From an optimization exercise on the open Yosys and OpenROAD flow, aimed at small area, a short achievable clock period and few clock cycles; shortcuts taken in it are not production practice. Where RTL was checked, it was by simulation tests only, not by an equivalence proof against the original. The RTL of runs 1 and 2 was laid out without a check of its function. Power is estimated from default activity; no workload was simulated.

==> flow/design.v <==
module CHIP(
    input         clk, rst_n ,
    output        mem_wen_D  ,
    output [31:0] mem_addr_D ,
    output [31:0] mem_wdata_D,
    input  [31:0] mem_rdata_D,
    output [31:0] mem_addr_I ,
    input  [31:0] mem_rdata_I
);
    integer i;
    function [32:0] padd(input [31:0] x, input [31:0] y, input cin);
        reg [31:0] g, p, gg, pp;
        integer l, k, j;
        begin
            g = x & y;
            p = x ^ y;
            gg = g;
            pp = p;
            gg[0] = g[0] | (p[0] & cin);
            for (l = 0; l < 5; l = l + 1)
                for (k = 0; k < 32; k = k + 1)
                    if (k[l]) begin
                        j = ((k >> (l + 1)) << (l + 1)) + (1 << l) - 1;
                        gg[k] = gg[k] | (pp[k] & gg[j]);
                        pp[k] = pp[k] & pp[j];
                    end
            padd = {gg[31], p ^ {gg[30:0], cin}};
        end
    endfunction
    function [31:0] incr(input [31:0] x);
        reg [31:0] t;
        integer k;
        begin
            t[0] = 1'b1;
            for (k = 1; k < 32; k = k + 1) t[k] = t[k-1] & x[k-1];
            incr = x ^ t;
        end
    endfunction
    function [31:0] decr(input [31:0] x);
        reg [31:0] t;
        integer k;
        begin
            t[0] = 1'b1;
            for (k = 1; k < 32; k = k + 1) t[k] = t[k-1] & !x[k-1];
            decr = x ^ t;
        end
    endfunction
    reg [31:1] pc;
    reg [31:0] rf [1:31];
    reg [31:1] valid;
    reg        v2, we2, ld2, st2, beq2, jalr2, link2, sub2, and2, or2, slt2;
    reg [4:0]  rd2;
    reg [31:0] a2, b2, y2;
    reg        we3, ld3, wen3;
    reg [4:0]  rd3;
    reg [31:0] r3, sd3;
    wire [31:0] inst = {mem_rdata_I[7:0], mem_rdata_I[15:8], mem_rdata_I[23:16], mem_rdata_I[31:24]};
    assign mem_addr_I = {pc, 1'b0};
    wire is_r    = inst[4];
    wire is_sw   = !inst[6] & inst[5] & !inst[4];
    wire is_beq  = inst[6] & !inst[2];
    wire is_jal  = inst[3];
    wire is_jalr = inst[2] & !inst[3];
    wire is_link = inst[2];
    wire wr1     = inst[4] | !inst[5] | inst[2];
    wire [4:0] rs1 = inst[19:15];
    wire [4:0] rs2 = inst[24:20];
    wire [4:0] rd1 = inst[11:7];
    wire [31:0] imm_i = {{20{inst[31]}}, inst[31:20]};
    wire [31:0] imm_s = {{20{inst[31]}}, inst[31:25], inst[11:7]};
    wire [32:0] jlo    = padd({12'd0, pc[20:1]}, {12'd0, inst[31], inst[19:12], inst[20], inst[30:21]}, 1'b0);
    wire [10:0] pchi_j = pc[31:21];
    wire [31:0] pchi_jp = incr({21'd0, pchi_j});
    wire [31:0] pchi_jm = decr({21'd0, pchi_j});
    wire [10:0] jhi    = (jlo[20] == inst[31]) ? pchi_j : jlo[20] ? pchi_jp[10:0] : pchi_jm[10:0];
    wire [31:1] jal_tgt = {jhi, jlo[19:0]};
    wire [32:0] blo    = padd({20'd0, pc[12:1]}, {20'd0, inst[31], inst[7], inst[30:25], inst[11:8]}, 1'b0);
    wire [18:0] pchi_b = pc[31:13];
    wire [31:0] pchi_bp = incr({13'd0, pchi_b});
    wire [31:0] pchi_bm = decr({13'd0, pchi_b});
    wire [18:0] bhi    = (blo[12] == inst[31]) ? pchi_b : blo[12] ? pchi_bp[18:0] : pchi_bm[18:0];
    wire [31:0] beq_tgt = {bhi, blo[11:0], 1'b0};
    wire [31:1] pc4 = pc + 31'd2;
    wire [31:0] r2;
    wire [31:0] wb3 = ld3 ? {mem_rdata_D[7:0], mem_rdata_D[15:8], mem_rdata_D[23:16], mem_rdata_D[31:24]} : r3;
    wire f2_1 = v2 & we2 & (rd2 == rs1);
    wire f2_2 = v2 & we2 & (rd2 == rs2);
    wire f3_1 = we3 & (rd3 == rs1);
    wire f3_2 = we3 & (rd3 == rs2);
    reg [31:0] rf1, rf2;
    always @(*) begin
        rf1 = 32'd0;
        rf2 = 32'd0;
        for (i = 1; i < 32; i = i + 1) begin
            rf1 = rf1 | ({32{rs1 == i && valid[i]}} & rf[i]);
            rf2 = rf2 | ({32{rs2 == i && valid[i]}} & rf[i]);
        end
    end
    wire s2_1 = f2_1;
    wire s3_1 = f3_1 & !f2_1;
    wire sr_1 = !f2_1 & !f3_1;
    wire [31:0] a1 = ({32{s2_1}} & r2) | ({32{s3_1}} & wb3) | ({32{sr_1}} & rf1);
    wire sl_2 = is_link;
    wire s2_2 = f2_2 & !is_link;
    wire s3_2 = f3_2 & !f2_2 & !is_link;
    wire sr_2 = !f2_2 & !f3_2 & !is_link;
    wire [31:0] b1 = ({32{sl_2}} & {pc4, 1'b0}) | ({32{s2_2}} & r2) | ({32{s3_2}} & wb3) | ({32{sr_2}} & rf2);
    wire yt   = is_beq;
    wire yi   = !is_r & !is_beq;
    wire y2s  = f2_2 & is_r;
    wire y3s  = f3_2 & !f2_2 & is_r;
    wire yrs  = !f2_2 & !f3_2 & is_r;
    wire [31:0] y1 = ({32{yt}} & beq_tgt) | ({32{yi}} & (is_sw ? imm_s : imm_i)) |
                     ({32{y2s}} & r2) | ({32{y3s}} & wb3) | ({32{yrs}} & rf2);
    wire stall = v2 & ld2 & we2 & ((rd2 == rs1) | (rd2 == rs2));
    wire [32:0] sum = padd(a2, y2 ^ {32{sub2}}, sub2);
    wire        lt  = (a2[31] ^ b2[31]) ? a2[31] : sum[31];
    assign r2 = and2  ? (a2 & b2) :
                or2   ? (a2 | b2) :
                slt2  ? {31'd0, lt} :
                link2 ? b2 : sum[31:0];
    wire        eq       = (a2 == b2);
    wire        redirect = v2 & ((beq2 & eq) | jalr2);
    wire [31:1] target   = jalr2 ? sum[31:1] : y2[31:1];
    assign mem_addr_D  = r3;
    assign mem_wdata_D = {sd3[7:0], sd3[15:8], sd3[23:16], sd3[31:24]};
    assign mem_wen_D   = wen3;
    always @(posedge clk) begin
        if (!rst_n) begin
            pc   <= 31'd0;
            v2   <= 1'b0;
            we3  <= 1'b0;
            wen3 <= 1'b0;
        end else begin
            if (redirect)     pc <= target;
            else if (stall)   pc <= pc;
            else if (is_jal)  pc <= jal_tgt;
            else              pc <= pc4;
            v2   <= !redirect & !stall;
            we3  <= v2 & we2;
            wen3 <= v2 & st2;
        end
        we2  <= wr1 & (rd1 != 5'd0);
        ld2  <= !inst[5];
        st2  <= is_sw;
        beq2 <= is_beq;
        jalr2 <= is_jalr;
        link2 <= is_link;
        sub2 <= (is_r & inst[30]) | (is_r & !inst[14] & inst[13]);
        and2 <= is_r & inst[14] & inst[13] & inst[12];
        or2  <= is_r & inst[14] & inst[13] & !inst[12];
        slt2 <= is_r & !inst[14] & inst[13];
        rd2  <= rd1;
        a2   <= a1;
        b2   <= b1;
        y2   <= y1;
        ld3 <= ld2;
        rd3 <= rd2;
        r3  <= r2;
        sd3 <= b2;
        if (we3) rf[rd3] <= wb3;
    end
    always @(posedge clk) begin
        if (!rst_n) valid <= 31'd0;
        else if (we3) valid[rd3] <= 1'b1;
    end
endmodule
==> flow/flow/run.sh <==
#!/bin/bash
# Standard ORFS layout, with timing repair aimed below the clock period.
set -euo pipefail
MARGIN=$(cat flow/margin.txt)
bash standard.sh SETUP_SLACK_MARGIN=$MARGIN finish > standard.log 2>&1
==> flow/flow/margin.txt <==
6.5
==> flow/standard.sh <==
#!/bin/bash
# synth_recipe.tcl (not shown) runs the flow's synth.tcl, then flattens the netlist and writes it again
# the make line also repeats each setting of config.mk as NAME=value (left out here)
make -C /OpenROAD-flow-scripts/flow DESIGN_CONFIG=/design/flow/config.mk WORK_HOME=/design/flow/orfs CLKGATE_MAP_FILE= SYNTH_SCRIPT=/design/flow/synth_recipe.tcl "${@:-finish}"
==> flow/config.mk <==
export PLATFORM = sky130hd
export DESIGN_NAME = CHIP
export DESIGN_NICKNAME = CHIP
export VERILOG_FILES = /design/flow/design.v
export SDC_FILE = /design/flow/constraint.sdc
export NUM_CORES = 4
export LEC_CHECK = 0
export CAP_MARGIN = 20
export CORE_MARGIN = 2
export CORE_UTILIZATION = 40
export PLACE_DENSITY = 0.45
export SLEW_MARGIN = 20
==> flow/constraint.sdc <==
create_clock -name core_clock -period 10.5 [get_ports {clk}]
set_input_delay 2.1000 -clock core_clock [delete_from_list [all_inputs] [get_ports {clk}]]
set_output_delay 2.1000 -clock core_clock [all_outputs]
set_load 0.01 [all_outputs]
==> results of run 1 <==
logic make-up (layout without fill, tap and decap cells):
group,count (synthesis),in the layout
other,1,19
muxes,95,95
DFF,1238,1238
buffers and inverters,506,1071
and+or+nand+nor,1022,1029
xor gates and xnor gates,142,142
AOI/OAI and AO/OA,1543,1543
adders and majority gates,144,144
area by class of cell:
cell class,count,area (um2)
Fill cell,12360,69130
Inverter,131,495.5
Timing Repair Buffer,680,8145
Clock buffer,177,3715
Antenna cell,18,45.04
Clock inverter,82,903.4
Tap cell,1903,2381
Multi-Input combinational cell,2954,24220
Timing Repair inverter,1,5.005
Sequential cell,1238,34790
final timing paths:
check	start	end	depth (start not counted)
max	mem_rdata_I[13]	y2[24]$_DFF_P_	13
min	b2[28]$_DFF_P_	sd3[28]$_DFF_P_	0
max reg2reg	b2[31]$_DFF_P_	pc[29]$_SDFFE_PN0P_	12
min reg2reg	b2[28]$_DFF_P_	sd3[28]$_DFF_P_	0
repair_timing:
| action | in CTS | in global routing |
|---|---|---|
| gates resized for setup | 622 | 223 |
| cloned | 37 | 14 |
| pin swaps | 175 | 171 |
| setup endpoints to repair | 195 | 146 |
| setup buffers | 224 | 86 |
layout by cell type (no fill, tap or decap), types with 156 or more instances in the layout:
master,synthesis,layout
sky130_fd_sc_hd__dfxtp_1,246,212
sky130_fd_sc_hd__a22oi_1,487,443
sky130_fd_sc_hd__a22o_1,201,199
sky130_fd_sc_hd__nand2_1,161,157
sky130_fd_sc_hd__nand3_1,213,210
sky130_fd_sc_hd__nor2_1,198,168
sky130_fd_sc_hd__edfxtp_1,992,992
sky130_fd_sc_hd__buf_4,9,308
sky130_fd_sc_hd__clkbuf_16,0,156
synth_stat cells (81+ instances only):
| cell type | count | area share |
|---|---|---|
| sky130_fd_sc_hd__a21oi_1 | 126 | 0.011 |
| sky130_fd_sc_hd__a221oi_1 | 215 | 0.032 |
| sky130_fd_sc_hd__a22o_1 | 201 | 0.030 |
| sky130_fd_sc_hd__a22oi_1 | 487 | 0.063 |
| sky130_fd_sc_hd__and3_1 | 111 | 0.012 |
| sky130_fd_sc_hd__clkbuf_1 | 285 | 0.018 |
| sky130_fd_sc_hd__dfxtp_1 | 246 | 0.085 |
| sky130_fd_sc_hd__edfxtp_1 | 992 | 0.51 |
| sky130_fd_sc_hd__ha_1 | 130 | 0.028 |
| sky130_fd_sc_hd__inv_1 | 128 | 0.0083 |
| sky130_fd_sc_hd__nand2_1 | 161 | 0.010 |
| sky130_fd_sc_hd__nand3_1 | 213 | 0.018 |
| sky130_fd_sc_hd__nor2_1 | 198 | 0.013 |
| sky130_fd_sc_hd__nor3_1 | 81 | 0.0070 |
| sky130_fd_sc_hd__o21ai_0 | 125 | 0.011 |
| sky130_fd_sc_hd__xor2_1 | 82 | 0.012 |
state kept, by name, indices dropped and copies added (netlist names), 5 cells and up:
name and count:
rd3 5, r3 32, rf 992, valid 31, b2 32, y2 32, pc 31, a2 32
rd2 5, sd3 32
routing by layer:
metal  vias up  wire (um)
li1      19980          -
met1     26340     119800
met2      4846     142800
met3      1288      48390
met4        12      25630
met5         -        109
per-stage QoR:
step | area [um2] | hold slack (ns) | setup slack (ns) | cells
floorplan | 59490 | 0.3449 | 5.909 | 4691
global placement | 62900 | 0.3662 | 3.654 | 6546
detailed placement | 62910 | 0.3650 | 3.640 | 6546
CTS | 72680 | 0.3730 | 6.375 | 7066
global route | 74660 | 0.3806 | 6.253 | 7166
finish | 74700 | 0.3730 | 6.277 | 7184
worst max-delay path, cell delays in order:
cell and delay (ns):
sky130_fd_sc_hd__buf_12 0.08, sky130_fd_sc_hd__buf_12 0.11, sky130_fd_sc_hd__buf_12 0.11, sky130_fd_sc_hd__buf_12 0.10, sky130_fd_sc_hd__and3b_2 0.26, sky130_fd_sc_hd__and2_4 0.18
sky130_fd_sc_hd__buf_4 0.17, sky130_fd_sc_hd__bufbuf_16 0.35, sky130_fd_sc_hd__a22oi_2 0.22, sky130_fd_sc_hd__nand3_1 0.12, sky130_fd_sc_hd__or4_4 0.55, sky130_fd_sc_hd__a221oi_4 0.37
sky130_fd_sc_hd__o221ai_2 0.14
where the power goes:
group,switching (mW),total (mW),internal [mW]
registers,0.153,5.68,5.53
logic,0.915,1.47,0.559
clock network,2.21,5.05,2.84
==> run_summary.xml, run 1 <==
<?xml version="1.0" encoding="UTF-8"?>
<metrics>
  <group name="run_status">
    <metric name="outcome" unit="">finished clean</metric>
  </group>
  <group name="logic_synthesis">
    <metric name="synth_nets" unit="">4901</metric>
    <metric name="post_synth_inst_count" unit="">4691</metric>
    <metric name="postSynth.asyncResetShare" unit="">0</metric>
    <metric name="postSynth.topFlopCell" unit="">sky130_fd_sc_hd__edfxtp_1</metric>
    <metric name="synth-xor-area-share" unit="">0.02144</metric>
    <metric name="post_synth_mux_area_share" unit="">0.01745</metric>
    <metric name="synthDistinctLibCells" unit="">84</metric>
    <metric name="yosys.area_share.simple" unit="">0.09136</metric>
    <metric name="synthesis.area" unit="mm2">0.05801</metric>
    <metric name="synth_seq_area_share" unit="">0.5984</metric>
    <metric name="yosys_warnings" unit="">1</metric>
    <metric name="synth_enable_flop_cells" unit="">992</metric>
    <metric name="synth.avg_cell_area" unit="um2">12.37</metric>
    <metric name="area_fraction_in_compound_gates_after_synthesis" unit="">0.2037</metric>
    <metric name="synth-adder-area-share" unit="">0.03287</metric>
    <metric name="dominant_combinational_cell_family_by_area_after_synthesis" unit="">compound AO/OA/AOI/OAI gates</metric>
    <metric name="synth_seq_cells" unit="">1238</metric>
  </group>
  <group name="clock_tree">
    <metric name="worstSkewPairLatency" unit="ns">0.81</metric>
    <metric name="cts.root.buffer_cell" unit="">sky130_fd_sc_hd__clkbuf_16</metric>
    <metric name="cts_made_buffers" unit="">141</metric>
    <metric name="h_tree_levels" unit="">4</metric>
    <metric name="cts.sink_count" unit="">1238</metric>
    <metric name="hold_buffers" unit="">0</metric>
    <metric name="clock_tree_from_tritoncts" unit="">yes</metric>
    <metric name="cts_max_path_buffers" unit="">3</metric>
    <metric name="worst_setup_hold_path_clk_slew" unit="ns">0.07</metric>
  </group>
  <group name="global_routing">
    <metric name="pin_count_of_the_biggest_net_entering_global_routing" unit="">65</metric>
    <metric name="met1_usage" unit="">0.5438</metric>
    <metric name="groute.layer.met3.usage" unit="">0.1627</metric>
    <metric name="grt_remaining_overflow" unit="">0</metric>
    <metric name="busiest_layer" unit="">met2</metric>
    <metric name="track_usage" unit="">0.4390</metric>
    <metric name="grt_pass1_wl" unit="um">435300</metric>
    <metric name="antenna_violations_before_repair" unit="">15</metric>
    <metric name="globalRouteMet2Util" unit="">0.6533</metric>
    <metric name="vias_in_the_first_global_route" unit="">48000</metric>
  </group>
  <group name="drt">
    <metric name="antenna_left" unit="">0</metric>
    <metric name="detail_route.iter0.violations" unit="">9863</metric>
    <metric name="avgRoutedWirePerCell" unit="um">46.88</metric>
    <metric name="drtPass1Iterations" unit="">13</metric>
    <metric name="route.detailed.vias_per_inst" unit="">7.304</metric>
    <metric name="post-route-drc-count" unit="">0</metric>
    <metric name="postRouteWirelength" unit="um">336800</metric>
    <metric name="detailroute.via_count" unit="">52470</metric>
  </group>
  <group name="setup_path">
    <metric name="timing.critical_path.required" unit="ns">11.18</metric>
    <metric name="critPathArrivalTime" unit="ns">4.90</metric>
    <metric name="r2r_setup_slack" unit="ns">6.35</metric>
    <metric name="start_kind" unit="">primary input</metric>
    <metric name="crit_path_end_kind" unit="">flop</metric>
    <metric name="worstPathMaxFanout" unit="">12</metric>
    <metric name="worstSetupPathType" unit="">in -&gt; reg</metric>
  </group>
  <group name="timing">
    <metric name="setup_violations" unit="">0</metric>
    <metric name="hold_viol" unit="">0</metric>
    <metric name="setup_total_negative_slack" unit="ns">0</metric>
    <metric name="clock.fmax" unit="MHz">236.8</metric>
    <metric name="timing.slew.headroom" unit="">0.1488</metric>
    <metric name="setup_repair_after_global_routing_missed_its_margin" unit="">yes</metric>
    <metric name="final.setup_skew" unit="ns">0.03608</metric>
    <metric name="finalWorstPathRequiredPeriod" unit="ns">4.223</metric>
    <metric name="slew_violations" unit="">0</metric>
    <metric name="worst_slew_pin_slew" unit="ns">1.277</metric>
    <metric name="finalCritPeriodShare" unit="">0.4022</metric>
  </group>
  <group name="job">
    <metric name="max_cap_viol_count" unit="">0</metric>
  </group>
  <group name="final_layout">
    <metric name="layout.nets" unit="">5357</metric>
    <metric name="post-route-util" unit="">0.5194</metric>
    <metric name="area_growth_syn_to_layout" unit="%">28.77</metric>
    <metric name="drive_above_1_share" unit="">0.2506</metric>
  </group>
  <group name="place">
    <metric name="gp_routability_congestion" unit="">0.9027</metric>
    <metric name="placement.io_buffers" unit="">159</metric>
    <metric name="final_hpwl_dp" unit="um">177400</metric>
  </group>
  <group name="pwr">
    <metric name="power.ir.vdd_worst" unit="mV">0.1221</metric>
    <metric name="power_density_over_cell_area" unit="mW/mm2">163.4</metric>
    <metric name="leakagePower" unit="nW">26.42</metric>
    <metric name="total_power_consumption" unit="mW">12.20</metric>
  </group>
  <group name="die">
    <metric name="fp.coreArea" unit="mm2">0.1438</metric>
    <metric name="rows" unit="">139</metric>
    <metric name="die_x" unit="um">384.8</metric>
    <metric name="floorplan_die_area" unit="mm2">0.1481</metric>
    <metric name="design.portCount" unit="">163</metric>
    <metric name="initial_utilization" unit="">0.4033</metric>
    <metric name="die_h" unit="um">384.8</metric>
  </group>
  <group name="worst_hold_path">
    <metric name="worst_hold_path_type" unit="">reg -&gt; reg</metric>
  </group>
</metrics>
==> run 2: changes to the inputs <==
==> flow/flow/run.sh (replaced) <==
#!/bin/bash
# Standard ORFS layout, with timing repair aimed below the clock period and
# plain buffers (not delay cells) on the ports.
set -euo pipefail
MARGIN=$(cat flow/margin.txt)
bash standard.sh SETUP_SLACK_MARGIN=$MARGIN "BUFFER_PORTS_ARGS=-buffer_cell sky130_fd_sc_hd__buf_2" finish > standard.log 2>&1
==> flow/flow/margin.txt (replaced) <==
6.6
--- a/flow/config.mk
+++ b/flow/config.mk
@@ -12 +12,2 @@
 export SLEW_MARGIN = 20
+export TNS_END_PERCENT = 10
==> run 2 against run 1 <==
Clock-buffer cell count rose by 4. Combinational power is 14% lower. Area after synthesis unchanged. First-iteration DRC count up 2.6%. Largest cell class unchanged.
==> run_summary.xml, run 2 <==
<?xml version="1.0" encoding="UTF-8"?>
<metrics>
  <group name="final_layout">
    <metric name="largest_register_ffs" unit="">992</metric>
    <metric name="max_flop_register" unit="">rf</metric>
    <metric name="most-common-layout-cells" unit="">sky130_fd_sc_hd__edfxtp_1 (992), sky130_fd_sc_hd__a22oi_1 (484), sky130_fd_sc_hd__dfxtp_1 (242), sky130_fd_sc_hd__nand3_1 (209), sky130_fd_sc_hd__buf_4 (202)</metric>
    <metric name="area_growth_syn_to_layout" unit="%">19.38</metric>
    <metric name="seq_area" unit="mm2">0.03472</metric>
    <metric name="layout.nets" unit="">5131</metric>
    <metric name="layout_filler_cell_count" unit="">12830</metric>
    <metric name="final_common_cell" unit="">sky130_fd_sc_hd__edfxtp_1</metric>
    <metric name="area_of_the_multi_input_gates" unit="mm2">0.02257</metric>
    <metric name="drive_above_1_share" unit="">0.1930</metric>
  </group>
  <group name="logic_synthesis">
    <metric name="synth_nets" unit="">4901</metric>
    <metric name="synth_top_area_share" unit="">0.5135</metric>
    <metric name="synthesis.area" unit="mm2">0.05801</metric>
    <metric name="postSynth.asyncResetShare" unit="">0</metric>
    <metric name="yosys_warnings" unit="">1</metric>
    <metric name="synth.top_cells.by_area" unit="">sky130_fd_sc_hd__edfxtp_1 (51%), sky130_fd_sc_hd__dfxtp_1 (8.5%), sky130_fd_sc_hd__a22oi_1 (6.3%)</metric>
    <metric name="synth_enable_flop_cells" unit="">992</metric>
    <metric name="synth_seq_area_share" unit="">0.5984</metric>
    <metric name="synth.avg_cell_area" unit="um2">12.37</metric>
    <metric name="synth_seq_cells" unit="">1238</metric>
    <metric name="synth_common_cells" unit="">sky130_fd_sc_hd__edfxtp_1 (992), sky130_fd_sc_hd__a22oi_1 (487), sky130_fd_sc_hd__clkbuf_1 (285)</metric>
    <metric name="post_synth_inst_count" unit="">4691</metric>
    <metric name="postSynth.topFlopCell" unit="">sky130_fd_sc_hd__edfxtp_1</metric>
    <metric name="synthDistinctLibCells" unit="">84</metric>
    <metric name="synthMostInstantiatedCell" unit="">sky130_fd_sc_hd__edfxtp_1</metric>
    <metric name="post-synth-top-area-cell" unit="">sky130_fd_sc_hd__edfxtp_1</metric>
  </group>
  <group name="drt">
    <metric name="postRouteWirelength" unit="um">317900</metric>
    <metric name="post-route-drc-count" unit="">0</metric>
    <metric name="avgRoutedWirePerCell" unit="um">45.77</metric>
    <metric name="antenna_left" unit="">0</metric>
    <metric name="route.detailed.vias_per_inst" unit="">7.269</metric>
    <metric name="met1_length" unit="um">116800</metric>
    <metric name="met3_length" unit="um">43320</metric>
    <metric name="drtPass1Iterations" unit="">10</metric>
    <metric name="detail_route.iter0.violations" unit="">10120</metric>
    <metric name="detailroute.via_count" unit="">50490</metric>
    <metric name="total_met2_wirelength_after_detailed_routing" unit="um">134900</metric>
    <metric name="routed.top_layer" unit="">met5</metric>
  </group>
  <group name="clock_tree">
    <metric name="cts_max_path_buffers" unit="">3</metric>
    <metric name="worst_setup_hold_path_clk_slew" unit="ns">0.06</metric>
    <metric name="hold_buffers" unit="">0</metric>
    <metric name="cts.root.buffer_cell" unit="">sky130_fd_sc_hd__clkbuf_16</metric>
    <metric name="cts.sink_count" unit="">1238</metric>
    <metric name="h_tree_levels" unit="">4</metric>
    <metric name="cts_made_buffers" unit="">140</metric>
    <metric name="clock_tree_from_tritoncts" unit="">yes</metric>
    <metric name="worstSkewPairLatency" unit="ns">0.81</metric>
  </group>
  <group name="setup_path">
    <metric name="reg2reg_depth" unit="">11</metric>
    <metric name="worstPathMaxFanout" unit="">22</metric>
    <metric name="crit-reg2reg-capture" unit="">pc[27]$_SDFFE_PN0P_</metric>
    <metric name="worstReg2RegStart" unit="">a2[27]$_DFF_P_</metric>
    <metric name="worstSetupPathType" unit="">in -&gt; reg</metric>
    <metric name="critPathArrivalTime" unit="ns">4.91</metric>
    <metric name="start_kind" unit="">primary input</metric>
    <metric name="timing.critical_path.required" unit="ns">11.17</metric>
    <metric name="crit_path_end_kind" unit="">flop</metric>
    <metric name="r2r_setup_slack" unit="ns">6.45</metric>
    <metric name="critical_path.startpoint" unit="">mem_rdata_I[12]</metric>
  </group>
  <group name="place">
    <metric name="final_hpwl_dp" unit="um">176500</metric>
    <metric name="gp_routability_congestion" unit="">0.9139</metric>
    <metric name="placement.io_buffers" unit="">159</metric>
  </group>
  <group name="worst_hold_path">
    <metric name="min_path_cells" unit="">0</metric>
    <metric name="worst_hold_path_type" unit="">reg -&gt; reg</metric>
    <metric name="hold_path.startpoint" unit="">b2[28]$_DFF_P_</metric>
    <metric name="min_delay_worst_endpoint" unit="">sd3[28]$_DFF_P_</metric>
  </group>
  <group name="timing">
    <metric name="setup_repair_after_global_routing_missed_its_margin" unit="">yes</metric>
    <metric name="timing.slew.headroom" unit="">0.1716</metric>
    <metric name="slew_violations" unit="">0</metric>
    <metric name="finalCritPeriodShare" unit="">0.4041</metric>
    <metric name="hold_viol" unit="">0</metric>
    <metric name="finalWorstPathRequiredPeriod" unit="ns">4.243</metric>
    <metric name="final.setup_skew" unit="ns">0.04316</metric>
    <metric name="setup_total_negative_slack" unit="ns">0</metric>
    <metric name="clock.fmax" unit="MHz">235.7</metric>
    <metric name="worst_slew_pin_slew" unit="ns">1.243</metric>
    <metric name="setup_violations" unit="">0</metric>
  </group>
  <group name="die">
    <metric name="die_x" unit="um">384.8</metric>
    <metric name="die_h" unit="um">384.8</metric>
    <metric name="design.portCount" unit="">163</metric>
    <metric name="floorplan_die_area" unit="mm2">0.1481</metric>
    <metric name="rows" unit="">139</metric>
    <metric name="fp.coreArea" unit="mm2">0.1438</metric>
    <metric name="initial_utilization" unit="">0.4033</metric>
  </group>
  <group name="global_routing">
    <metric name="pin_count_of_the_biggest_net_entering_global_routing" unit="">63</metric>
    <metric name="grt_pass1_wl" unit="um">418800</metric>
    <metric name="track_usage" unit="">0.4193</metric>
    <metric name="vias_in_the_first_global_route" unit="">46980</metric>
    <metric name="antenna_violations_before_repair" unit="">25</metric>
    <metric name="grt_remaining_overflow" unit="">0</metric>
  </group>
  <group name="run_status">
    <metric name="outcome" unit="">finished clean</metric>
  </group>
  <group name="pwr">
    <metric name="power.ir.vdd_worst" unit="mV">0.1172</metric>
    <metric name="leakagePower" unit="nW">24.57</metric>
    <metric name="power_density_over_cell_area" unit="mW/mm2">171.7</metric>
    <metric name="total_power_consumption" unit="mW">11.89</metric>
  </group>
  <group name="job">
    <metric name="max_cap_viol_count" unit="">0</metric>
  </group>
</metrics>
[run 2: cell counts after synthesis]
Identical to the previous run, type by type.
[run 2: cell families (layout without fill, tap and decap cells)]
logic type,after synthesis,after routing,synth area share
and+or+nand+nor,1022,1023,0.09136
other,1,12,0.00006464
DFF,1238,1238,0.5984
adders and majority gates,144,144,0.03287
AOI/OAI and AO/OA,1543,1543,0.2037
buffers and inverters,506,846,0.03477
xor gates and xnor gates,142,142,0.02144
muxes,95,95,0.01745
[run 2: worst max path at each step]
stage	endpoint
finish	y2[21]$_DFF_P_
detailed placement	y2[15]$_DFF_P_
global route	pc[30]$_SDFFE_PN0P_
floorplan	pc[29]$_SDFFE_PN0P_
CTS	pc[17]$_SDFFE_PN0P_
global placement	y2[15]$_DFF_P_
[run 2: worst max-delay path, stage by stage]
cell and delay, ns:
sky130_fd_sc_hd__buf_8 0.15, sky130_fd_sc_hd__nor2b_1 0.20, sky130_fd_sc_hd__and3_4 0.29, sky130_fd_sc_hd__buf_12 0.27, sky130_fd_sc_hd__a22o_1 0.22, sky130_fd_sc_hd__a221oi_1 0.30, sky130_fd_sc_hd__nand3_1 0.15, sky130_fd_sc_hd__or4_4 0.68
sky130_fd_sc_hd__a221o_1 0.32, sky130_fd_sc_hd__a21oi_1 0.10, sky130_fd_sc_hd__o21ai_0 0.08
[run 2: report_power, final]
part / internal, mW / switching (mW) / leakage (nW)
Combinational: 0.411 / 0.856 / 11.4
Clock: 2.80 / 2.15 / 2.18
Sequential: 5.52 / 0.147 / 11.0
Total: 8.74 / 3.16 / 24.6
[run 2: cell type report]
class,count,share of cell area
Timing Repair Buffer,462,0.06569
Antenna cell,11,0.0003975
Clock inverter,72,0.01004
Tap cell,1903,0.03438
Sequential cell,1238,0.5013
Clock buffer,181,0.05507
Inverter,131,0.007118
Multi-Input combinational cell,2948,0.3260
[run 2: through the flow]
stage | worst slack [ns] | instances | utilization | hold slack (ns) | instance area (um2)
floorplan | 5.909 | 4691 | - | 0.3449 | 58190
global placement | 4.542 | 6540 | 0.4265 | 0.3669 | 61340
detailed placement | 4.516 | 6540 | 0.4265 | 0.3654 | 61350
CTS | 6.401 | 6902 | 0.4770 | 0.3739 | 68610
global route | 6.252 | 6935 | 0.4813 | 0.3851 | 69230
finish | 6.257 | 6946 | 0.4815 | 0.3735 | 69260
[run 2: routing by layer]
| metal | global-route usage | vias to the layer above |
|---|---|---|
| li1 | - | 19490 |
| met1 | 0.5324 | 25300 |
| met2 | 0.6147 | 4497 |
| met3 | 0.1471 | 1197 |
| met4 | 0.2517 | 14 |
| met5 | 0 | - |
[run 2: what timing repair did]
item                       CTS  global route
gates cloned                14             2
setup buffers               95            31
setup endpoints to repair  158           151
hold endpoints to repair     0             0
gates resized for setup    371            84
pin swaps                   52            15
==> run 3: changes to the inputs <==
--- a/flow/design.v
+++ b/flow/design.v
@@ -114,2 +114,3 @@
                      ({32{y2s}} & r2) | ({32{y3s}} & wb3) | ({32{yrs}} & rf2);
+    wire beq_same = is_beq & (rs1 == rs2);
     wire stall = v2 & ld2 & we2 & ((rd2 == rs1) | (rd2 == rs2));
@@ -124,2 +125,9 @@
     wire [31:1] target   = jalr2 ? sum[31:1] : y2[31:1];
+    wire [31:1] s1_tgt = is_jal ? jal_tgt : beq_tgt[31:1];
+    wire        s1_red = is_jal | beq_same;
+    wire        pn_t = redirect;
+    wire        pn_h = !redirect & stall;
+    wire        pn_s = !redirect & !stall & s1_red;
+    wire        pn_4 = !redirect & !stall & !s1_red;
+    wire [31:1] pc_next = ({31{pn_t}} & target) | ({31{pn_h}} & pc) | ({31{pn_s}} & s1_tgt) | ({31{pn_4}} & pc4);
     assign mem_addr_D  = r3;
@@ -134,6 +142,3 @@
         end else begin
-            if (redirect)     pc <= target;
-            else if (stall)   pc <= pc;
-            else if (is_jal)  pc <= jal_tgt;
-            else              pc <= pc4;
+            pc <= pc_next;
             v2   <= !redirect & !stall;
@@ -145,3 +150,3 @@
         st2  <= is_sw;
-        beq2 <= is_beq;
+        beq2 <= is_beq & (rs1 != rs2);
         jalr2 <= is_jalr;
@@ -164,3 +169,5 @@
         if (!rst_n) valid <= 31'd0;
-        else if (we3) valid[rd3] <= 1'b1;
+        else
+            for (i = 1; i < 32; i = i + 1)
+                if (we3 && rd3 == i) valid[i] <= 1'b1;
     end
--- a/flow/config.mk
+++ b/flow/config.mk
@@ -10,2 +10,3 @@
 export CORE_UTILIZATION = 40
+export CTS_BUF_LIST = sky130_fd_sc_hd__clkbuf_4 sky130_fd_sc_hd__clkbuf_8
 export PLACE_DENSITY = 0.45
==> run 3 against run 2 <==
Utilization shrank 0.30 points. Largest power group unchanged. Global-route usage grew 2.5 points. Clock power shrank 2%. Largest cell class unchanged.
==> run_summary.xml, run 3 <==
<?xml version="1.0" encoding="UTF-8"?>
<metrics>
  <group name="die">
    <metric name="design.portCount" unit="">163</metric>
    <metric name="die_x" unit="um">383.0</metric>
    <metric name="fp.coreArea" unit="mm2">0.1431</metric>
    <metric name="floorplan_die_area" unit="mm2">0.1467</metric>
    <metric name="rows" unit="">139</metric>
    <metric name="die_h" unit="um">383.0</metric>
    <metric name="initial_utilization" unit="">0.4013</metric>
  </group>
  <group name="global_routing">
    <metric name="grt_pass1_wl" unit="um">435400</metric>
    <metric name="pin_count_of_the_biggest_net_entering_global_routing" unit="">65</metric>
    <metric name="grt_remaining_overflow" unit="">0</metric>
    <metric name="track_usage" unit="">0.4445</metric>
    <metric name="vias_in_the_first_global_route" unit="">47530</metric>
    <metric name="antenna_violations_before_repair" unit="">14</metric>
  </group>
  <group name="logic_synthesis">
    <metric name="post_synth_inst_count" unit="">4602</metric>
    <metric name="synth_nets" unit="">4800</metric>
    <metric name="post-synth-top-area-cell" unit="">sky130_fd_sc_hd__edfxtp_1</metric>
    <metric name="dominant_combinational_cell_family_by_area_after_synthesis" unit="">compound AO/OA/AOI/OAI gates</metric>
    <metric name="synthMostInstantiatedCell" unit="">sky130_fd_sc_hd__edfxtp_1</metric>
    <metric name="synth_seq_cells" unit="">1238</metric>
    <metric name="synth_seq_area_share" unit="">0.6043</metric>
    <metric name="synth-adder-area-share" unit="">0.03058</metric>
    <metric name="synthDistinctLibCells" unit="">79</metric>
    <metric name="postSynth.asyncResetShare" unit="">0</metric>
    <metric name="post_synth_mux_area_share" unit="">0.01723</metric>
    <metric name="synth_common_cells" unit="">sky130_fd_sc_hd__edfxtp_1 (992), sky130_fd_sc_hd__a22oi_1 (457), sky130_fd_sc_hd__clkbuf_1 (289)</metric>
    <metric name="synth.top_cells.by_area" unit="">sky130_fd_sc_hd__edfxtp_1 (52%), sky130_fd_sc_hd__dfxtp_1 (8.6%), sky130_fd_sc_hd__a22oi_1 (6.0%)</metric>
    <metric name="synth_enable_flop_cells" unit="">992</metric>
    <metric name="synth.avg_cell_area" unit="um2">12.48</metric>
    <metric name="yosys.area_share.simple" unit="">0.08723</metric>
    <metric name="postSynth.topFlopCell" unit="">sky130_fd_sc_hd__edfxtp_1</metric>
    <metric name="synth_top_area_share" unit="">0.5186</metric>
    <metric name="synthesis.area" unit="mm2">0.05744</metric>
    <metric name="synth-xor-area-share" unit="">0.02363</metric>
    <metric name="yosys_warnings" unit="">1</metric>
    <metric name="area_fraction_in_compound_gates_after_synthesis" unit="">0.2020</metric>
  </group>
  <group name="setup_path">
    <metric name="cp_cell_sequence" unit="">buf_6 -&gt; nor3b_2 -&gt; and3_4 -&gt; buf_6 -&gt; a221oi_1 -&gt; nand4_1 -&gt; nor3_1 -&gt; o31a_1 -&gt; buf_4 -&gt; mux2i_4</metric>
    <metric name="crit_path_end_kind" unit="">flop</metric>
    <metric name="critical_path.startpoint" unit="">mem_rdata_I[15]</metric>
    <metric name="critPathArrivalTime" unit="ns">5.08</metric>
    <metric name="timing.critical_path.required" unit="ns">11.33</metric>
    <metric name="start_kind" unit="">primary input</metric>
    <metric name="cp_slowest_stage_delay" unit="ns">0.52</metric>
    <metric name="worstReg2RegStart" unit="">sub2$_DFF_P_</metric>
    <metric name="worstSetupPathType" unit="">in -&gt; reg</metric>
    <metric name="path_common_cell" unit="">sky130_fd_sc_hd__buf_6</metric>
    <metric name="worstPathMaxFanout" unit="">22</metric>
    <metric name="critical_path.slowest_cell" unit="">sky130_fd_sc_hd__and3_4</metric>
  </group>
  <group name="final_layout">
    <metric name="most-common-layout-cells" unit="">sky130_fd_sc_hd__edfxtp_1 (992), sky130_fd_sc_hd__a22oi_1 (456), sky130_fd_sc_hd__dfxtp_1 (242), sky130_fd_sc_hd__a22o_1 (238), sky130_fd_sc_hd__clkbuf_8 (224)</metric>
    <metric name="seq_area" unit="mm2">0.03472</metric>
    <metric name="max_flop_register" unit="">rf</metric>
    <metric name="postLayoutCellArea" unit="mm2">0.06849</metric>
    <metric name="drive_above_1_share" unit="">0.2274</metric>
    <metric name="layout_filler_cell_count" unit="">12850</metric>
    <metric name="final_common_cell" unit="">sky130_fd_sc_hd__edfxtp_1</metric>
    <metric name="largest_register_ffs" unit="">992</metric>
    <metric name="area_of_the_multi_input_gates" unit="mm2">0.02262</metric>
    <metric name="layout.nets" unit="">5041</metric>
    <metric name="area_growth_syn_to_layout" unit="%">19.22</metric>
  </group>
  <group name="place">
    <metric name="post_dp_cell_area" unit="mm2">0.06089</metric>
    <metric name="final_hpwl_dp" unit="um">191300</metric>
    <metric name="gp_routability_congestion" unit="">0.9560</metric>
    <metric name="placement.io_buffers" unit="">159</metric>
  </group>
  <group name="clock_tree">
    <metric name="hold_buffers" unit="">0</metric>
    <metric name="clock_tree_from_tritoncts" unit="">yes</metric>
    <metric name="cts.sink_count" unit="">1238</metric>
    <metric name="cts_max_path_buffers" unit="">3</metric>
    <metric name="cts_made_buffers" unit="">209</metric>
    <metric name="worstSkewPairLatency" unit="ns">0.97</metric>
    <metric name="worst_setup_hold_path_clk_slew" unit="ns">0.06</metric>
    <metric name="cts.root.buffer_cell" unit="">sky130_fd_sc_hd__clkbuf_8</metric>
    <metric name="h_tree_levels" unit="">4</metric>
  </group>
  <group name="drt">
    <metric name="detail_route.iter0.violations" unit="">9674</metric>
    <metric name="antenna_left" unit="">0</metric>
    <metric name="detailroute.via_count" unit="">50470</metric>
    <metric name="postRouteWirelength" unit="um">334100</metric>
    <metric name="route.detailed.vias_per_inst" unit="">7.286</metric>
    <metric name="drtPass1Iterations" unit="">8</metric>
    <metric name="post-route-drc-count" unit="">0</metric>
    <metric name="avgRoutedWirePerCell" unit="um">48.23</metric>
  </group>
  <group name="timing">
    <metric name="final.setup_skew" unit="ns">0.04426</metric>
    <metric name="setup_repair_after_global_routing_missed_its_margin" unit="">yes</metric>
    <metric name="finalWorstPathRequiredPeriod" unit="ns">4.244</metric>
    <metric name="slew_violations" unit="">0</metric>
    <metric name="timing.slew.headroom" unit="">0.2006</metric>
    <metric name="setup_total_negative_slack" unit="ns">0</metric>
    <metric name="clock.fmax" unit="MHz">235.6</metric>
    <metric name="worst_slew_pin_slew" unit="ns">1.199</metric>
    <metric name="finalCritPeriodShare" unit="">0.4042</metric>
    <metric name="setup_violations" unit="">0</metric>
    <metric name="hold_viol" unit="">0</metric>
  </group>
  <group name="run_status">
    <metric name="outcome" unit="">finished clean</metric>
  </group>
  <group name="worst_hold_path">
    <metric name="worst_hold_path_type" unit="">reg -&gt; reg</metric>
    <metric name="hold_path.startpoint" unit="">ld2$_DFF_P_</metric>
  </group>
  <group name="pwr">
    <metric name="power.ir.vdd_worst" unit="mV">0.1414</metric>
    <metric name="leakagePower" unit="nW">24.19</metric>
    <metric name="power_density_over_cell_area" unit="mW/mm2">176.3</metric>
  </group>
  <group name="job">
    <metric name="max_cap_viol_count" unit="">0</metric>
  </group>
</metrics>
==> run 3: changes by cell type in the layout (fill, tap and decap cells not counted), moves of 22 or more <==
cell / change
sky130_fd_sc_hd__a221oi_2: +22
sky130_fd_sc_hd__a22o_1: +37
sky130_fd_sc_hd__a22oi_1: -28
sky130_fd_sc_hd__and3_1: -31
sky130_fd_sc_hd__buf_4: -47
sky130_fd_sc_hd__clkbuf_1: -31
sky130_fd_sc_hd__clkbuf_16: -145
sky130_fd_sc_hd__clkbuf_4: +58
sky130_fd_sc_hd__clkbuf_8: +219
sky130_fd_sc_hd__mux2i_1: -22
sky130_fd_sc_hd__o21a_1: -25
sky130_fd_sc_hd__o21ai_0: -34
==> run 3: layout make-up <==
cell class,instances,share of cell area
diodes,7,0.0002558
clock buffers,281,0.05126
clock inverters,104,0.01573
inverters,133,0.007289
multi-input cells,2855,0.3303
flip-flops and latches,1238,0.5070
well taps,1903,0.03477
repair buffers,406,0.05344
==> run 3: cell families (layout without fill, tap and decap cells) <==
group | count (synthesis) | count (layout)
AO/OA/AOI/OAI | 1490 | 1490
XOR/XNOR | 155 | 155
adder cells (fa/ha/maj) | 132 | 132
buffers and inverters | 510 | 924
flip-flops | 1238 | 1238
multiplexers | 91 | 91
other | 1 | 8
AND/OR/NAND/NOR | 985 | 986
==> run 3: final timing paths <==
kind	slack (ns)	end	depth (start not counted)
setup / recovery	6.26	b2[8]$_DFF_P_	10
hold / removal	0.37	ld3$_DFF_P_	0
setup reg to reg	6.46	y2[16]$_DFF_P_	16
hold reg to reg	0.37	ld3$_DFF_P_	0
==> run 3: timing repair <==
item / CTS / global route
gates resized for setup: 305 / 145
setup buffers: 57 / 29
setup endpoints to repair: 172 / 149
pin swaps: 45 / 62
cloned: 7 / 4
hold endpoints to repair: 0 / 0
==> run 3: stage by stage <==
step	util	hold slack, ns	std cells	setup WS, ns	total power, mW
after global routing	0.4784	0.3786	6921	6.347	12.33
after CTS	0.4712	0.3728	6887	6.388	11.94
after detailed placement	0.4254	0.3652	6438	4.289	7.108
after floorplan	-	0.3365	4602	6.060	6.423
final	0.4785	0.3721	6927	6.256	12.07
after global placement	0.4252	0.3572	6437	4.094	7.109
==> run 3: worst max-delay path, delay by kind of cell <==
family	cells	cell delay (ns)
AND/OR/NAND/NOR	4	1.37
buffers and inverters	3	0.76
multiplexers	1	0.31
AO/OA/AOI/OAI	2	0.44
==> run 3: layer usage <==
layer / vias to the layer above / track usage / part of all wire
met5: - / 0.003307 / 0.00052
met4: 13 / 0.3420 / 0.095
met3: 1372 / 0.1538 / 0.13
met2: 4680 / 0.6645 / 0.43
met1: 25260 / 0.5243 / 0.35
li1: 19150 / - / -
==> run 3: where the power goes <==
group          leakage [nW]  total [mW]  internal [mW]  switching [mW]
sequential             11.0        5.67           5.52           0.149
combinational          10.8        1.53          0.459            1.07
clock                  2.40        4.88           2.70            2.18
total                  24.2        12.1           8.68            3.40
Testbench counts of run 3, summed over its fixed seeds: cycles 17,482.
==> run 4: changes to the inputs <==
--- a/flow/config.mk
+++ b/flow/config.mk
@@ -10,3 +10,2 @@
 export CORE_UTILIZATION = 40
-export CTS_BUF_LIST = sky130_fd_sc_hd__clkbuf_4 sky130_fd_sc_hd__clkbuf_8
 export PLACE_DENSITY = 0.45
==> run 4 against run 3 <==
Global-route usage grew 1.2 points. Non-clock buffer count grew 101. Utilization is 1.4 points higher. Setup slack better by 0.035 ns. Register-to-register slack lost 0.02 ns. Synthesized cell count unchanged. Clock skew shrank 0.010 ns. First-iteration DRC count up 12%. Critical endpoint unchanged. Largest cell class unchanged.
==> run_summary.xml, run 4 <==
<?xml version="1.0" encoding="UTF-8"?>
<metrics>
  <group name="pwr">
    <metric name="power_density_over_cell_area" unit="mW/mm2">172.6</metric>
    <metric name="leakagePower" unit="nW">24.86</metric>
    <metric name="total_power_consumption" unit="mW">12.16</metric>
    <metric name="power.ir.vdd_worst" unit="mV">0.1317</metric>
  </group>
  <group name="final_layout">
    <metric name="post-route-util" unit="">0.4922</metric>
    <metric name="most-common-layout-cells" unit="">sky130_fd_sc_hd__edfxtp_1 (992), sky130_fd_sc_hd__a22oi_1 (453), sky130_fd_sc_hd__dfxtp_1 (244), sky130_fd_sc_hd__a22o_1 (238), sky130_fd_sc_hd__a221oi_1 (218)</metric>
    <metric name="layout.nets" unit="">5076</metric>
    <metric name="drive_above_1_share" unit="">0.2268</metric>
    <metric name="area_of_the_multi_input_gates" unit="mm2">0.02296</metric>
    <metric name="largest_register_ffs" unit="">992</metric>
    <metric name="final_common_cell" unit="">sky130_fd_sc_hd__edfxtp_1</metric>
    <metric name="layout_filler_cell_count" unit="">12570</metric>
    <metric name="postLayoutCellArea" unit="mm2">0.07045</metric>
    <metric name="max_flop_register" unit="">rf</metric>
    <metric name="area_growth_syn_to_layout" unit="%">22.64</metric>
    <metric name="seq_area" unit="mm2">0.03472</metric>
  </group>
  <group name="logic_synthesis">
    <metric name="post-synth-top-area-cell" unit="">sky130_fd_sc_hd__edfxtp_1</metric>
    <metric name="synth_common_cells" unit="">sky130_fd_sc_hd__edfxtp_1 (992), sky130_fd_sc_hd__a22oi_1 (457), sky130_fd_sc_hd__clkbuf_1 (289)</metric>
    <metric name="synthDistinctLibCells" unit="">79</metric>
    <metric name="postSynth.asyncResetShare" unit="">0</metric>
    <metric name="synthesis.area" unit="mm2">0.05744</metric>
    <metric name="synthMostInstantiatedCell" unit="">sky130_fd_sc_hd__edfxtp_1</metric>
    <metric name="synth_top_area_share" unit="">0.5186</metric>
    <metric name="yosys_warnings" unit="">1</metric>
    <metric name="synth.top_cells.by_area" unit="">sky130_fd_sc_hd__edfxtp_1 (52%), sky130_fd_sc_hd__dfxtp_1 (8.6%), sky130_fd_sc_hd__a22oi_1 (6.0%)</metric>
    <metric name="synth_nets" unit="">4800</metric>
    <metric name="synth_seq_cells" unit="">1238</metric>
    <metric name="post_synth_inst_count" unit="">4602</metric>
    <metric name="postSynth.topFlopCell" unit="">sky130_fd_sc_hd__edfxtp_1</metric>
    <metric name="synth_seq_area_share" unit="">0.6043</metric>
    <metric name="synth.avg_cell_area" unit="um2">12.48</metric>
    <metric name="synth_enable_flop_cells" unit="">992</metric>
  </group>
  <group name="drt">
    <metric name="antenna_left" unit="">0</metric>
    <metric name="postRouteWirelength" unit="um">344800</metric>
    <metric name="post-route-drc-count" unit="">0</metric>
    <metric name="avgRoutedWirePerCell" unit="um">49.83</metric>
    <metric name="detail_route.iter0.violations" unit="">10850</metric>
    <metric name="route.detailed.vias_per_inst" unit="">7.438</metric>
    <metric name="detailroute.via_count" unit="">51470</metric>
    <metric name="drtPass1Iterations" unit="">10</metric>
  </group>
  <group name="global_routing">
    <metric name="vias_in_the_first_global_route" unit="">47780</metric>
    <metric name="antenna_violations_before_repair" unit="">25</metric>
    <metric name="track_usage" unit="">0.4569</metric>
    <metric name="grt_pass1_wl" unit="um">446100</metric>
    <metric name="grt_remaining_overflow" unit="">0</metric>
    <metric name="pin_count_of_the_biggest_net_entering_global_routing" unit="">65</metric>
  </group>
  <group name="clock_tree">
    <metric name="worstSkewPairLatency" unit="ns">0.82</metric>
    <metric name="cts.root.buffer_cell" unit="">sky130_fd_sc_hd__clkbuf_16</metric>
    <metric name="worst_setup_hold_path_clk_slew" unit="ns">0.06</metric>
    <metric name="hold_buffers" unit="">0</metric>
    <metric name="cts_max_path_buffers" unit="">3</metric>
    <metric name="h_tree_levels" unit="">4</metric>
    <metric name="cts.sink_count" unit="">1238</metric>
    <metric name="cts_made_buffers" unit="">142</metric>
    <metric name="clock_tree_from_tritoncts" unit="">yes</metric>
  </group>
  <group name="run_status">
    <metric name="outcome" unit="">finished clean</metric>
  </group>
  <group name="die">
    <metric name="die_x" unit="um">383.0</metric>
    <metric name="fp.coreArea" unit="mm2">0.1431</metric>
    <metric name="die_h" unit="um">383.0</metric>
    <metric name="rows" unit="">139</metric>
    <metric name="initial_utilization" unit="">0.4013</metric>
    <metric name="design.portCount" unit="">163</metric>
    <metric name="floorplan_die_area" unit="mm2">0.1467</metric>
  </group>
  <group name="place">
    <metric name="final_hpwl_dp" unit="um">191300</metric>
    <metric name="post_dp_cell_area" unit="mm2">0.06089</metric>
    <metric name="placement.io_buffers" unit="">159</metric>
    <metric name="gp_routability_congestion" unit="">0.9560</metric>
  </group>
  <group name="job">
    <metric name="max_cap_viol_count" unit="">0</metric>
  </group>
  <group name="timing">
    <metric name="final.setup_skew" unit="ns">0.03378</metric>
    <metric name="finalCritPeriodShare" unit="">0.4008</metric>
    <metric name="slew_violations" unit="">0</metric>
    <metric name="timing.slew.headroom" unit="">0.1659</metric>
    <metric name="finalWorstPathRequiredPeriod" unit="ns">4.209</metric>
    <metric name="setup_violations" unit="">0</metric>
    <metric name="setup_repair_after_global_routing_missed_its_margin" unit="">yes</metric>
    <metric name="clock.fmax" unit="MHz">237.6</metric>
    <metric name="worst_slew_pin_slew" unit="ns">1.248</metric>
    <metric name="hold_viol" unit="">0</metric>
    <metric name="setup_total_negative_slack" unit="ns">0</metric>
  </group>
  <group name="setup_path">
    <metric name="critPathArrivalTime" unit="ns">4.88</metric>
    <metric name="worstSetupPathType" unit="">in -&gt; reg</metric>
    <metric name="worstPathMaxFanout" unit="">31</metric>
    <metric name="start_kind" unit="">primary input</metric>
    <metric name="timing.critical_path.required" unit="ns">11.17</metric>
    <metric name="crit_path_end_kind" unit="">flop</metric>
  </group>
  <group name="worst_hold_path">
    <metric name="worst_hold_path_type" unit="">reg -&gt; reg</metric>
  </group>
</metrics>
==> run 4: timing repair <==
action | 4_1_cts | 5_1_grt
cloned | 24 | 8
endpoints found under the setup margin | 151 | 136
resized for setup | 443 | 150
setup buffers | 111 | 56
pin swaps | 95 | 69
==> run 4: area by class of cell <==
| type | instances | area share |
|---|---|---|
| flip-flops and latches | 1238 | 0.4928 |
| clock buffers | 179 | 0.05404 |
| repair buffers | 507 | 0.07644 |
| multi-input cells | 2856 | 0.3259 |
| clock inverters | 74 | 0.008898 |
| well taps | 1903 | 0.03380 |
| inverters | 133 | 0.007086 |
| diodes | 29 | 0.001030 |
==> run 4: report_power, final <==
group          internal, mW  switching [mW]
registers              5.52           0.152
clock network          2.73            2.16
logic                 0.504            1.10
==> run 4: logic make-up after synthesis <==
kind of cell,count (synthesis),synth area share
AOI/OAI and AO/OA,1490,0.2020
DFF,1238,0.6043
xor gates and xnor gates,155,0.02363
adders and majority gates,132,0.03058
other,1,0.00006528
and+or+nand+nor,985,0.08723
muxes,91,0.01723
buffers and inverters,510,0.03500
==> run 4: critical path, cell delays in order <==
cell and delay, ns:
sky130_fd_sc_hd__buf_12 0.12, sky130_fd_sc_hd__buf_4 0.14, sky130_fd_sc_hd__nor3b_4 0.34, sky130_fd_sc_hd__and3_2 0.24
sky130_fd_sc_hd__buf_6 0.53, sky130_fd_sc_hd__a222oi_1 0.24, sky130_fd_sc_hd__nand4_1 0.32, sky130_fd_sc_hd__nor3_2 0.09
sky130_fd_sc_hd__o31a_1 0.29, sky130_fd_sc_hd__mux2i_4 0.35
==> run 4: worst paths after layout <==
kind	from	endpoint	slack, ns	depth (start not counted)
setup / recovery	mem_rdata_I[15]	b2[8]$_DFF_P_	6.29	10
hold / removal	ld2$_DFF_P_	ld3$_DFF_P_	0.38	0
setup reg to reg	sub2$_DFF_P_	pc[26]$_SDFF_PN0_	6.44	12
hold reg to reg	ld2$_DFF_P_	ld3$_DFF_P_	0.38	0
==> run 4: through the flow <==
step	hold WS, ns	std cells	setup WS, ns
floorplan	0.3365	4602	6.060
detailed placement	0.3652	6438	4.289
finish	0.3761	6919	6.292
global route	0.3894	6892	6.339
global placement	0.3572	6437	4.094
CTS	0.3724	6826	6.369
==> run 4: layer usage <==
layer | vias up | global-route usage | wire [um]
li1 | 19230 | - | -
met1 | 25700 | 0.5333 | 116800
met2 | 5024 | 0.6751 | 146800
met3 | 1489 | 0.1667 | 46750
met4 | 22 | 0.3693 | 34300
met5 | - | 0 | 135

[separate check: timing with driven ports]
How much do the figures lean on ideal ports? The routed layouts below were timed once more, with nothing changed but the port constraints. Step 1 sets driving cells, clkbuf_16 on the clock port and buf_2 on the other inputs (assumed; they add their load-dependent delay and slew). Step 2 moves the port delays by t, midway between the first and last clock arrival at a register: inputs arrive t later, outputs are due t later. That takes back most of the time a late clock gives input paths. Three values: ideal ports, drivers, drivers and shift; two values: the first two.
run | shift t [ns] | setup WS [ns] | worst setup path at the end
run 1 | 0.871 | 6.277 / 6.293 / 5.421 | input to register
run 2 | 0.869 | 6.257 / 6.284 / 5.416 | input to register
run 3 | 1.031 | 6.256 / 6.288 / 5.257 | input to register
run 4 | 0.878 | 6.292 / 6.212 / 5.334 | input to register
After both steps every run listed still meets setup and hold. For run 3, which loses most, drivers alone change the setup slack by +0.032 ns; drivers and shift together by -0.999 ns.
